From an optimization exercise on the open Yosys and OpenROAD flow, aimed at small area, a short achievable clock period and few clock cycles; shortcuts taken in it are not production practice.
Only simulation tests tie the RTL to the original design; equivalence was not proved.
Power is estimated from default activity; no workload was simulated.

==> run a: inputs <==
Design multi_64_33_9_10_16_3, start of the top module:
module multi_64_33_9_10_16_3(clk, reset, s_data_in_x, s_valid_x, s_ready_x, m_data_out_y, m_valid_y, m_ready_y);
    parameter                      T = 16;
    input                          clk, reset, s_valid_x, m_ready_y;
    input signed [T-1:0]           s_data_in_x;
    output logic                   s_ready_x, m_valid_y;
    output logic signed [T-1:0]    m_data_out_y;
    logic [5:0] idx, idx_n;
    logic [3:0] credit, credit_n;
    logic accept, reserve, pop;
    assign accept   = s_valid_x & s_ready_x;
    assign reserve  = accept & (idx >= 6'd49);
    assign pop      = m_valid_y & m_ready_y;
    assign idx_n    = idx + {5'd0, accept};
    assign credit_n = credit - {3'd0, reserve} + {3'd0, pop};
    always_ff @(posedge clk) begin
        if (reset) begin
            idx       <= 6'd0;
            credit    <= 4'd15;
            s_ready_x <= 1'b1;
        end else begin
            idx       <= idx_n;
            credit    <= credit_n;
            s_ready_x <= (idx_n < 6'd49) | (credit_n != 0);
        end
    end
    logic signed [15:0] x0;
    logic v0;
    logic [2:0] t0;
    always_ff @(posedge clk) begin
        x0 <= s_data_in_x;
        t0 <= {idx >= 6'd49, idx >= 6'd40, idx >= 6'd32};
        if (reset) v0 <= 1'b0; else v0 <= accept;
    end
    logic [16:0] l1_x1;
  ...
==> flow/config.mk <==
export PLATFORM = sky130hd
export DESIGN_NAME = multi_64_33_9_10_16_3
export DESIGN_NICKNAME = multi_64_33_9_10_16_3
export VERILOG_FILES = /design/flow/design.v
export SDC_FILE = /design/flow/constraint.sdc
export NUM_CORES = 4
export LEC_CHECK = 0
export CAP_MARGIN = 20
export CORE_MARGIN = 2
export CORE_UTILIZATION = 55
export CTS_BUF_LIST = sky130_fd_sc_hd__clkbuf_16
export CTS_CLUSTER_DIAMETER = 70
export CTS_CLUSTER_SIZE = 24
export PLACE_DENSITY = 0.7
export SETUP_SLACK_MARGIN = 4.85
export SLEW_MARGIN = 20
==> flow/constraint.sdc <==
create_clock -name core_clock -period 8.0 [get_ports {clk}]
set_input_delay 1.6000 -clock core_clock [delete_from_list [all_inputs] [get_ports {clk}]]
set_output_delay 1.6000 -clock core_clock [all_outputs]
set_load 0.01 [all_outputs]
run.sh (not shown) runs the stock make flow with config.mk's settings and CLKGATE_MAP_FILE= SYNTH_SCRIPT=/design/flow/synth_recipe.tcl, a recipe that flattens the netlist after the stock synthesis.
==> run b: changes against run a <==
==> flow/config.mk (replaced) <==
export PLATFORM = sky130hd
export DESIGN_NAME = multi_64_33_9_10_16_3
export DESIGN_NICKNAME = multi_64_33_9_10_16_3
export VERILOG_FILES = /design/flow/design.v
export SDC_FILE = /design/flow/constraint.sdc
export NUM_CORES = 4
export LEC_CHECK = 0
export CAP_MARGIN = 20
export CORE_MARGIN = 2
export CORE_UTILIZATION = 40
export PLACE_DENSITY = 0.6
export SLEW_MARGIN = 20
==> impl_metrics.env <==
export IMPL_wl_met1_mm=160
export IMPL_final_cell_count_no_fill=17300
export IMPL_p_sw_mw=12.0
export IMPL_clock_area_frac=0.0371
export IMPL_status="finished clean"
# the run above: run a

==> impl_metrics.env <==
export IMPL_wl_met1_mm=169
export IMPL_fmax_mhz=241
export IMPL_initial_utilization=0.403
export IMPL_final_cell_count_no_fill=18300
export IMPL_p_sw_mw=11.5
export IMPL_status="finished clean"
export IMPL_clk_pin_slew_ns=0.06
# the run above: run b

Testbench counts of run a, summed over its fixed seeds: cycles 12,408.
Testbench counts of run b, summed over its fixed seeds: cycles 12,408.


==> v10 <==
multi_64_33_9_10_16_3 again, from the RTL that the note above started with.
Settings: LEC_CHECK=0, CAP_MARGIN=20, CORE_MARGIN=2, CORE_UTILIZATION=55, CTS_BUF_LIST=sky130_fd_sc_hd__clkbuf_16, CTS_CLUSTER_DIAMETER=80, CTS_CLUSTER_SIZE=30, PLACE_DENSITY=0.7, SETUP_SLACK_MARGIN=5, SLEW_MARGIN=20; clock period 8.0 ns.
==> inputs of v28, as changes to v10 <==
- CORE_UTILIZATION: 55 -> 40
- CTS_BUF_LIST: sky130_fd_sc_hd__clkbuf_16 -> default
- CTS_CLUSTER_DIAMETER: 80 -> default
- CTS_CLUSTER_SIZE: 30 -> default
- PLACE_DENSITY: 0.7 -> 0.6
==> inputs of v25, as changes to v10 <==
- SETUP_SLACK_MARGIN: 5 -> 4.7
==> summary.txt <==
Clocking
  • Clock Latency Late Sink: 0.85 ns
  • Post-CTS sizing: 253

Min path
  • Worst Hold Launch: l1_to[2]$_DFF_P_

Worst setup path
  • Slowest cell on crit path: dfxtp_1
  • WP depth: 8

Finish
  • Finished Core Util: 60.8%
  • Syn-to-layout area delta: 9.77%

Global routing
  • Largest net degree at the start of global routing: 157

Outcome
  • Status: timing/DRC/antenna clean

STA
  • Minimum clock period: 3.29 ns

Floorplanning
  • Die ar.: 244000 um2
[end of results for v25]
==> summary.txt <==
Clocking
  • CTS tree: done
  • Post-CTS sizing: 926
  • Clock Latency Late Sink: 0.85 ns

Worst setup path
  • WP depth: 13
  • Crit path max fanout: 7
  • CP cell instances: buf_12 > ha_4 > a211oi_2 > o21bai_1 > a211oi_2 > o21ai_2 > o311a_1 > or4_4 > buf_12 > nand3_4 > buf_12 > nor2_4 > nor2_4
  • Slowest cell on crit path: or4_4

Synth
  • Count leader, synth: ha_1

Outcome
  • Status: timing/DRC/antenna clean

Power and ir drop
  • Top pwr grp: registers

Global routing
  • Largest net degree at the start of global routing: 150
  • Vias in the first global route: 102181

Min path
  • Worst Hold Launch: l1_t_b[0]$_DFF_P_

Finish
  • Syn-to-layout area delta: 16.1%
  • Antenna fix cells: 12
  • Biggest register: l1_s
  • Finished Core Util: 64.3%

STA
  • Minimum clock period: 3.27 ns

Floorplanning
  • Die ar.: 244000 um2
[end of results for v10]
==> summary.txt <==
Outcome
  • Status: timing/DRC/antenna clean

Global routing
  • Largest net degree at the start of global routing: 152

Worst setup path
  • WP depth: 12
  • Critical path capture point type: register

Floorplanning
  • Die ar.: 334000 um2

Finish
  • Finished Core Util: 48.2%
  • Syn-to-layout area delta: 19.7%

Clocking
  • Clock Latency Late Sink: 0.96 ns
  • Post-CTS sizing: 852

Min path
  • Worst Hold Launch: t0[1]$_DFF_P_
[end of results for v28]
Testbench counts of v10, summed over its fixed seeds: cycles 12,408.
Testbench counts of v28, summed over its fixed seeds: cycles 12,408.
Testbench counts of v25, summed over its fixed seeds: cycles 12,408.


==> try-garnet: inputs <==
multi_64_33_9_10_16_3 again, from the RTL that the note above started with.
export LEC_CHECK = 0
export CAP_MARGIN = 20
export CORE_MARGIN = 2
export CORE_UTILIZATION = 55
export CTS_BUF_LIST = sky130_fd_sc_hd__clkbuf_16
export CTS_CLUSTER_DIAMETER = 70
export CTS_CLUSTER_SIZE = 24
export PLACE_DENSITY = 0.7
export SETUP_SLACK_MARGIN = 4.5
export SLEW_MARGIN = 20
create_clock -name core_clock -period 8.0 [get_ports {clk}]
==> try-nickel: changes against try-garnet <==
==> flow/config.mk (replaced) <==
export PLATFORM = sky130hd
export DESIGN_NAME = multi_64_33_9_10_16_3
export DESIGN_NICKNAME = multi_64_33_9_10_16_3
export VERILOG_FILES = /design/flow/design.v
export SDC_FILE = /design/flow/constraint.sdc
export NUM_CORES = 4
export LEC_CHECK = 0
export CAP_MARGIN = 20
export CORE_MARGIN = 2
export CORE_UTILIZATION = 40
export PLACE_DENSITY = 0.6
export SETUP_SLACK_MARGIN = 4
export SLEW_MARGIN = 20
==> try-zinc: changes against try-garnet <==
--- a/flow/config.mk
+++ b/flow/config.mk
@@ -8,9 +8,9 @@
 export CAP_MARGIN = 20
 export CORE_MARGIN = 2
 export CORE_UTILIZATION = 55
-export CTS_BUF_LIST = sky130_fd_sc_hd__clkbuf_16
-export CTS_CLUSTER_DIAMETER = 70
-export CTS_CLUSTER_SIZE = 24
+export CTS_BUF_LIST = sky130_fd_sc_hd__clkbuf_8
+export CTS_CLUSTER_DIAMETER = 40
+export CTS_CLUSTER_SIZE = 16
 export PLACE_DENSITY = 0.7
-export SETUP_SLACK_MARGIN = 4.5
+export SETUP_SLACK_MARGIN = 5
 export SLEW_MARGIN = 20
==> try-fjord: changes against try-garnet <==
--- a/flow/config.mk
+++ b/flow/config.mk
@@ -12,5 +12,5 @@
 export CTS_CLUSTER_DIAMETER = 70
 export CTS_CLUSTER_SIZE = 24
 export PLACE_DENSITY = 0.7
-export SETUP_SLACK_MARGIN = 4.5
+export SETUP_SLACK_MARGIN = 4.7
 export SLEW_MARGIN = 20
==> notes.md <==
Fill cell instance count of the final layout: try-nickel 31.20k; try-garnet 20.06k; try-zinc 18.49k; try-fjord 19.76k
Clock Root Buffer: try-nickel sky130_fd_sc_hd__clkbuf_16; try-garnet sky130_fd_sc_hd__clkbuf_16; try-zinc sky130_fd_sc_hd__clkbuf_8; try-fjord sky130_fd_sc_hd__clkbuf_16
Setup bufs post-CTS: try-nickel 0; try-garnet 20; try-zinc 303; try-fjord 66
Clk buf depth: try-nickel 4; try-garnet 3; try-zinc 4; try-fjord 3
Layout buffer count excluding clock buffers: try-nickel 159; try-garnet 196; try-zinc 727; try-fjord 353
Effective utilization at floorplan: try-nickel 0.4026; try-garnet 0.5536; try-zinc 0.5536; try-fjord 0.5536
Cell count of the worst reg-to-reg path: try-nickel 12; try-garnet 9; try-zinc 14; try-fjord 15
Quantity of gates resized following cts: try-nickel 12; try-garnet 112; try-zinc 900; try-fjord 263
Met3 GRT Util: try-nickel 0.03242; try-garnet 0.05148; try-zinc 0.05691; try-fjord 0.04504
Run status: try-nickel complete, no violations; try-garnet complete, no violations; try-zinc complete, no violations; try-fjord complete, no violations
Clock transition time at the flip-flop clock pins of the worst setup and hold paths: try-nickel 0.06 ns; try-garnet 0.10 ns; try-zinc 0.08 ns; try-fjord 0.09 ns
Signal inverters: try-nickel 1141; try-garnet 1141; try-zinc 1142; try-fjord 1141
Slew @ Worst Pin: try-nickel 1.223 ns; try-garnet 1.168 ns; try-zinc 1.254 ns; try-fjord 1.195 ns
Testbench counts of try-garnet, summed over its fixed seeds: cycles 12,408.
Testbench counts of try-nickel, summed over its fixed seeds: cycles 12,408.
Testbench counts of try-zinc, summed over its fixed seeds: cycles 12,408.
Testbench counts of try-fjord, summed over its fixed seeds: cycles 12,408.


==> inputs of try-raven <==
Starting RTL as in the previous note.
Settings: LEC_CHECK=0, CAP_MARGIN=20, CORE_MARGIN=2, CORE_UTILIZATION=55, CTS_BUF_LIST=sky130_fd_sc_hd__clkbuf_16, CTS_CLUSTER_DIAMETER=70, CTS_CLUSTER_SIZE=24, PLACE_DENSITY=0.7, SETUP_SLACK_MARGIN=4.3, SLEW_MARGIN=20; clock period 8.0 ns.
==> try-lagoon (differences from try-raven) <==
CORE_UTILIZATION = 65   (was 55)
PLACE_DENSITY = 0.75   (was 0.7)
SETUP_SLACK_MARGIN = 4.7   (was 4.3)
==> notes.md <==
try-raven finished clean. try-lagoon ran to the end with no violations. In try-lagoon the sequential share of layout area is lower than in try-raven, by 0.45 points. Synthesized cell count is the same in try-raven and try-lagoon. In try-lagoon the critical path depth is higher than in try-raven, by 1. Clock-buffer cell count: try-raven is lower than try-lagoon (2). In try-raven the die area is larger than in try-lagoon, by 18%. Between try-lagoon and try-raven, the lower utilization is in try-raven (gap 12 points). Non-clock buffer count: try-lagoon is higher than try-raven (120).
Testbench counts of try-raven, summed over its fixed seeds: cycles 12,408.
Testbench counts of try-lagoon, summed over its fixed seeds: cycles 12,408.

[static timing again, ports no longer ideal]
No port has a modelled driver above. Below, the same layouts with a new extraction and two added sets of constraints.
Step 1 assumes that a clkbuf_16 drives the clock port and a buf_2 every other input.
Step 2 times the ports against the registers' clock, not the clock port: input delays grow and output delays shrink by t, the midpoint of the rising clock arrivals with the driver on.
a / b / c = ideal / step 1 / step 2; a / b = the first two.
run | shift t [ns] | slack for setup (ns) | worst hold slack (ns) | clock arrival spread, ns | worst slew at a driven data input, ns
run a | 0.936 | 4.694 / 4.694 / 4.047 | 0.327 / 0.327 / 0.327 | 0.047 / 0.047 | 0.05
run b | 1.028 | 3.851 / 3.851 / 3.188 | 0.326 / 0.326 / 0.326 | 0.107 / 0.108 | 0.04
v10 | 0.924 | 4.729 / 4.729 / 4.205 | 0.310 / 0.310 / 0.310 | 0.044 / 0.044 | 0.03
v28 | 1.018 | 4.761 / 4.714 / 4.165 | 0.298 / 0.298 / 0.298 | 0.120 / 0.120 | 0.04
v25 | 0.940 | 4.712 / 4.712 / 3.992 | 0.338 / 0.338 / 0.338 | 0.042 / 0.042 | 0.04
try-garnet | 0.934 | 4.358 / 4.358 / 3.748 | 0.331 / 0.331 / 0.331 | 0.047 / 0.047 | 0.04
try-nickel | 1.031 | 4.165 / 4.165 / 3.328 | 0.304 / 0.304 / 0.304 | 0.132 / 0.132 | 0.04
try-zinc | 1.163 | 4.612 / 4.516 / 4.030 | 0.309 / 0.309 / 0.309 | 0.097 / 0.097 | 0.03
try-fjord | 0.954 | 4.666 / 4.666 / 3.994 | 0.325 / 0.325 / 0.325 | 0.041 / 0.041 | 0.04
try-raven | 0.944 | 4.356 / 4.356 / 3.529 | 0.333 / 0.333 / 0.333 | 0.063 / 0.063 | 0.04
try-lagoon | 0.940 | 4.608 / 4.608 / 3.928 | 0.335 / 0.335 / 0.335 | 0.056 / 0.055 | 0.04
After both steps setup and hold are still met in every run listed. For try-nickel, which loses most, drivers alone change the setup slack by 0.000 ns; drivers and shift together by -0.837 ns.
